Background: an optimization exercise with open tools, aiming at small area, a short achievable clock period and few clock cycles. Do not read the settings as production practice.
The RTL was checked by simulation tests, not by an equivalence proof against the original design.
No activity file was given, so power comes from the tool's default toggle rates.

<file path="design/flow/design.v">
module LASER (
input CLK,
input RST,
input [3:0] X,
input [3:0] Y,
output reg [3:0] C1X,
output reg [3:0] C1Y,
output reg [3:0] C2X,
output reg [3:0] C2Y,
output reg DONE);
parameter 
idle = 3'd0,
read = 3'd1,
move = 3'd2,
check = 3'd4,
finish = 3'd5;
parameter r2 = 10'sd16;
wire signed [9:0] dx1, dy1, dx2, dy2;
wire signed [9:0] len1, len2;
wire in1, in2;
wire [5:0] total;
reg [3:0] targetX [39:0];
reg [3:0] targetY [39:0];
reg [5:0] count;
reg [5:0] covered;
reg [5:0] max_covered;
reg [5:0] best;
reg doingC1;
reg [3:0] xMax, yMax;
reg [2:0] state;
reg [2:0] nextState;
wire [3:0] curX, curY;
assign dx1 = $signed({6'd0, C1X}) - $signed({6'd0, targetX[count]});
assign dy1 = $signed({6'd0, C1Y}) - $signed({6'd0, targetY[count]});
assign dx2 = $signed({6'd0, C2X}) - $signed({6'd0, targetX[count]});
assign dy2 = $signed({6'd0, C2Y}) - $signed({6'd0, targetY[count]});
assign len1 = dx1 * dx1 + dy1 * dy1;
assign len2 = dx2 * dx2 + dy2 * dy2;
assign in1 = (len1 <= r2) ? 1'b1 : 1'b0;
assign in2 = (len2 <= r2) ? 1'b1 : 1'b0;
assign total = covered + {5'd0, (in1 | in2)};
assign curX = doingC1 ? C1X : C2X;
assign curY = doingC1 ? C1Y : C2Y;
always @(*) begin
    case (state)
          idle  : nextState = read;
          read  : nextState = (count == 6'd39) ? check : read;
          check : nextState = (count == 6'd39) ? move : check;
          move  : begin
            if (curX == 4'd15 && curY == 4'd15 && !(max_covered > best))
                nextState = finish;
            else
                nextState = check;
          end
          finish  : nextState = idle;
          default : nextState = idle;
        endcase
end
always @(posedge CLK or posedge RST) begin
    if (RST) begin
        C1X <= 4'd0;
        C1Y <= 4'd0;
        C2X <= 4'd0;
        C2Y <= 4'd0;
        DONE <= 1'b0;
        covered <= 6'd0;
        count <= 6'd0;
        state <= idle;
        max_covered <= 6'd0;
        best <= 6'd0;
        xMax <= 4'd0;
        yMax <= 4'd0;
        doingC1 <= 1'b1;
    end
    else begin
        state <= nextState;
        case (state)
          idle  : begin 
            C1X <= 4'd0;
            C1Y <= 4'd0;
            C2X <= 4'd0;
            C2Y <= 4'd0;
            DONE <= 1'b0;
            covered <= 6'd0;
            count <= 6'd0;
            max_covered <= 6'd0;
            best <= 6'd0;
            xMax <= 4'd0;
            yMax <= 4'd0;
            doingC1 <= 1'b1;
          end
          read  : begin 
            targetX[count] <= X;
            targetY[count] <= Y;
            if (count == 6'd39) begin
                count <= 6'd0;
            end
            else begin
                count <= count + 6'd1;
            end
          end
          check : begin
            if (count == 6'd39) begin
                count <= 6'd0;
                covered <= 6'd0;
                if (total >= max_covered) begin
                    max_covered <= total;
                    xMax <= curX;
                    yMax <= curY;
                end
            end
            else begin
                count <= count + 6'd1;
                covered <= total;
            end
          end
          move  : begin 
            if (curX == 4'd15 && curY == 4'd15) begin
                if (doingC1) begin
                    C1X <= xMax;
                    C1Y <= yMax;
                end
                else begin
                    C2X <= xMax;
                    C2Y <= yMax;
                end
                if (max_covered > best) begin
                    best <= max_covered;
                    max_covered <= 6'd0;
                    doingC1 <= ~doingC1;
                    if (doingC1) begin
                        C2X <= 4'd0;
                        C2Y <= 4'd0;
                    end
                    else begin
                        C1X <= 4'd0;
                        C1Y <= 4'd0;
                    end
                end
            end
            else if (doingC1) begin
                if (C1Y == 4'd15) begin
                    C1X <= C1X + 4'd1;
                    C1Y <= 4'd0;
                end
                else begin
                    C1Y <= C1Y + 4'd1;
                end
            end
            else begin
                if (C2Y == 4'd15) begin
                    C2X <= C2X + 4'd1;
                    C2Y <= 4'd0;
                end
                else begin
                    C2Y <= C2Y + 4'd1;
                end
            end
          end
          finish  : begin 
            DONE <= 1'b1;
          end 
          default : begin
          end
        endcase
    end
end
endmodule
</file>
<file path="design/flow/config.mk">
export PLATFORM = sky130hd
export DESIGN_NAME = LASER
export DESIGN_NICKNAME = LASER
export VERILOG_FILES = /design/flow/design.v
export SDC_FILE = /design/flow/constraint.sdc
export NUM_CORES = 4
export LEC_CHECK = 0
export CAP_MARGIN = 20
export CORE_MARGIN = 2
export CORE_UTILIZATION = 40
export PLACE_DENSITY = 0.6
export SLEW_MARGIN = 20
</file>
<file path="design/flow/run.sh">
#!/bin/bash
# synth_recipe.tcl (not shown) runs the flow's synth.tcl, then flattens the netlist and writes it again
# the make line also repeats each setting of config.mk as NAME=value (left out here)
make -C /OpenROAD-flow-scripts/flow DESIGN_CONFIG=/design/flow/config.mk WORK_HOME=/design/flow/orfs CLKGATE_MAP_FILE= SYNTH_SCRIPT=/design/flow/synth_recipe.tcl finish
</file>
<file path="design/flow/constraint.sdc">
create_clock -name core_clock -period 11.0 [get_ports {CLK}]
set_input_delay 2.2000 -clock core_clock [delete_from_list [all_inputs] [get_ports {CLK}]]
set_output_delay 2.2000 -clock core_clock [all_outputs]
set_load 0.01 [all_outputs]
</file>
==> summary.md <==
| Metric | Value |
|---|---|
| Mapped Cells | 1556 |
| Hold Path Origin | yMax[2] |
| Initial antenna violation count | 0 |
| Share of layout cells above drive strength 1 | 14.7% |
| CTS Buffer Depth | 3 |
| Pin count of the biggest net entering global routing | 41 |
| Root buf cell | clkbuf_16 |
| Initial core utilization | 40.4% |
| Avg Inst Size Synth | 12.7 sq um |
| Die Y | 226 microns |
| Clock power share | 46.5% |
| Clk latency of the worst-skew pair | 580 ps |
| Final setup fails | 0 |
| Slew headroom | 18.7% |
| Total power | 2.92 mW |
| Internal power | 2.31 mW |
| Row count | 81 |
| First-pass iteration count of the detailed router | 5 |
| DP Area | 0.0215 sq mm |
| Clock Sinks | 373 |
| Seq cells post-synth | 373 |
| Final RePlAce weighted congestion | 0.978 |
| DR DRC count | 0 |
| Largest fanout on the critical path | 17 |
| Drt total wl | 59100 microns |
| Sw power | 612 uW |
| WP data arrival | 11000 ps |
| Slowest cell on the critical path | fa_1 |
| Worst VDD drop | 0.133 mV |
| Status | no timing/DRC/antenna violations |
| Max-cap violations | 0 |
| Hold Path Class | register to register |
| Post-synth ARST share | 14.2% |
| Vias in the first global route | 13700 |
| Nets@finish | 1847 |
| CTS Buf Count | 40 |
| Htree depth | 2 |
| Fmax | 0.0946 GHz |
| Cell area after layout | 0.0229 sq mm |
| CP Class | register to register |
| Mapped Area | 0.0197 sq mm |
| Post-Route Skew | 37.3 ps |
| CTS tree | built |
| Post-route ant nets | 0 |
| Post-synth top area share | 48.7% |
| Seq/Total Area, Yosys | 55.4% |
| YS warnings | 3 |
| Crit path top cell by count | fa_1 |
| Pre-CTS WS | 14.4 ps |
| # hold bufs at CTS | 0 |
| Ant diodes | 0 |
| Dominant cell type by area after synthesis | edfxtp_1 |
| Tcrit/Tclk final | 96.1% |
| Leakage | 8.52 nW |
| Total GRT Usage | 23.6% |
| PnR worst setup slack | 431 ps |
| Critical path's largest stage delay | 570 ps |
| CP startpoint | count[0] |
| Netlist cell types | 92 |
| Final count of pins violating max slew | 0 |
| Period minus WS final | 10570 ps |
| Vias per inst | 5.83 |
| Worst setup EP type | register |
| Routed WL per cell | 24.9 microns |
| Syn_nets | 1728 |
| Top Ports | 27 |
| Filler Cells Inserted | 4384 |
| Hpwl dp | 42000 microns |
| Core box area | 0.0488 sq mm |
| Critical Path RT | 11430 ps |
| Worst Setup Start Kind | register |
| First DRT Iteration DRCs | 1584 |
| Worst Max-Slew Pin Slew | 1210 ps |
| Post CTS Setup Buffer Count | 0 |
| Sequential share of power | 52.5% |
| DIE WIDTH | 226 microns |
| Fin. Hold Viols | 0 |
| Vias | 13800 |
| Die Footprint | 0.0511 sq mm |
| Layout Area Growth over Synthesis | 16.3% |
| Switching share of power | 20.9% |
| Global-route wire length before repair | 88800 microns |
| Comb power frac | 1.0% |
| Global route overflow | 0 |
| FF-to-FF Start | count[0] |
| Clock-pin slew on the worst setup and hold paths | 60 ps |
| Largest cells by area after synthesis | edfxtp_1 (49%), fa_1 (8.1%), dfrtp_1 (6.6%), ha_1 (5.2%), a22oi_1 (3.5%) |
| Pwr dens | 127 mW/mm^2 |
| Most used DFF post-synth | edfxtp_1 |
| R2R Setup Slk | 430 ps |
| Final setup TNS | 0 ps |
| IO Port Bufs | 26 |
| Post-synth EDFFs | 320 |
[worst max-delay path, delay by kind of cell (launching register included)]
family	cells	cell delay (ps)
buffers and inverters	7	930
adders and majority gates	11	4460
DFF	1	430
muxes	1	420
and+or+nand+nor	10	2030
AOI/OAI and AO/OA	11	1900
xor gates and xnor gates	1	250
[repair_timing]
action / 4_1_cts / 5_1_grt
endpoints found under the hold margin: 0 / 0
endpoints found under the setup margin: 8 / 14
gates resized for setup: 1 / 37
cloned: 0 / 0
[cell usage after synthesis (25+ instances only)]
| library cell | number |
|---|---|
| nand2_1 | 70 |
| xnor2_1 | 36 |
| nand3_1 | 40 |
| fa_1 | 80 |
| clkbuf_1 | 38 |
| ha_1 | 82 |
| o21ai_0 | 31 |
| dfrtp_1 | 52 |
| inv_1 | 141 |
| a22oi_1 | 93 |
| edfxtp_1 | 320 |
| nor2_1 | 92 |
| a22o_1 | 25 |
| nor3_1 | 53 |
| a21oi_1 | 43 |
[routing by layer]
layer,GRT usage (%),vias to the layer above,part of all wire (%)
met4,8.23,0,4.0
met1,31.8,6922,41
met3,3.64,132,8.3
met2,38.9,689,47
met5,0,-,0
li1,-,6080,-
[flip-flops by register name (all words and copies together) (netlist names)]
name	count
count	6
C2Y	4
covered	6
C1Y	4
C1X	4
targetY	160
xMax	4
max_covered	6
yMax	4
state	3
best	6
DONE	1
targetX	160
C2X	4
doingC1	1
[power by group through the flow]
stage	clock [mW]	sequential, mW	combinational [mW]
floorplan	0	1.57	0.00285
global placement	0	1.57	0.0293
detailed placement	0	1.57	0.0296
CTS	1.37	1.54	0.0296
global route	1.43	1.53	0.0319
finish	1.36	1.54	0.0297
[worst paths after layout]
| kind | end | depth (start not counted) |
|---|---|---|
| min | yMax[2] | 1 |
| max reg2reg | xMax[0] | 41 |
| min reg2reg | yMax[2] | 1 |
| max in group asynchronous | doingC1 | 3 |
| max | xMax[0] | 41 |
| min in group asynchronous | count[0] | 2 |
[cells in the final DEF, fill, tap and decap left out, drive strengths merged, types with 11 or more instances in the layout]
cell,n
xnor2,36
nand4,23
a21o,16
o22ai,11
clkdlybuf4s50,26
nor4,13
dfrtp,52
nand2b,23
nor3,54
and2,13
inv,144
buf,114
clkinv,16
a21oi,43
a22oi,93
o2bb2ai,15
nand2,70
edfxtp,320
clkbuf,50
o21ai,32
a22o,25
and3,14
mux2i,15
xor2,11
nor2,95
nor2b,18
a221oi,18
nand3,40
ha,82
fa,80
[cell families (layout without fill, tap and decap cells)]
group / after synthesis / count (layout) / share of synthesized area (%)
compound gates: 341 / 341 / 13.1
xor+xnor: 47 / 47 / 2.09
fa+ha+maj: 164 / 164 / 13.4
buf+inv: 204 / 354 / 4.20
flops: 373 / 373 / 55.4
mux: 18 / 18 / 0.932
simple gates: 409 / 409 / 10.9
[stage by stage]
step                      util, %  std cells  hold WS (ps)
after floorplan                 -       1556           456
after global placement       44.0       2297           483
after detailed placement     44.0       2297           485
after CTS                    46.7       2370           501
after global routing         47.0       2370           524
final                        47.0       2370           500
[area by class of cell]
type / instances / area (sq um) / area share (%)
well taps: 664 / 831 / 3.62
clock inverters: 23 / 250 / 1.09
repair buffers: 140 / 1140 / 4.97
flip-flops and latches: 373 / 10900 / 47.7
multi-input cells: 979 / 8180 / 35.7
clock buffers: 50 / 1070 / 4.66
inverters: 141 / 529 / 2.31
Testbench counts, summed over its fixed seeds: cycles 4,340,224.

-- what the ideal ports hide --
In the flow no input, the clock included, has a driving cell. The finished layout below was timed again as built, in two steps.
Step 1 assumes that a clkbuf_16 drives the clock port and a buf_2 every other input.
Step 2 adds t to the input delays and takes it off the output delays; t is the mean of the earliest and latest rising clock arrival at the registers after step 1. Input paths then give back, and output paths get back, about the clock's delay inside the block.
Three values: ideal ports, drivers, drivers and shift; two values: the first two.
shift t [ns]: 0.614
setup slack, ns: 0.431 / 0.431 / 0.431
worst setup path at the end: register to register
slew at the worst register clock pin (ns): 0.07 / 0.07
worst slew at a driven data input, ns: 0.04
After both steps setup and hold are still met in this run. The setup slack of this run moves by 0.000 ns with the drivers and by 0.000 ns with both steps.
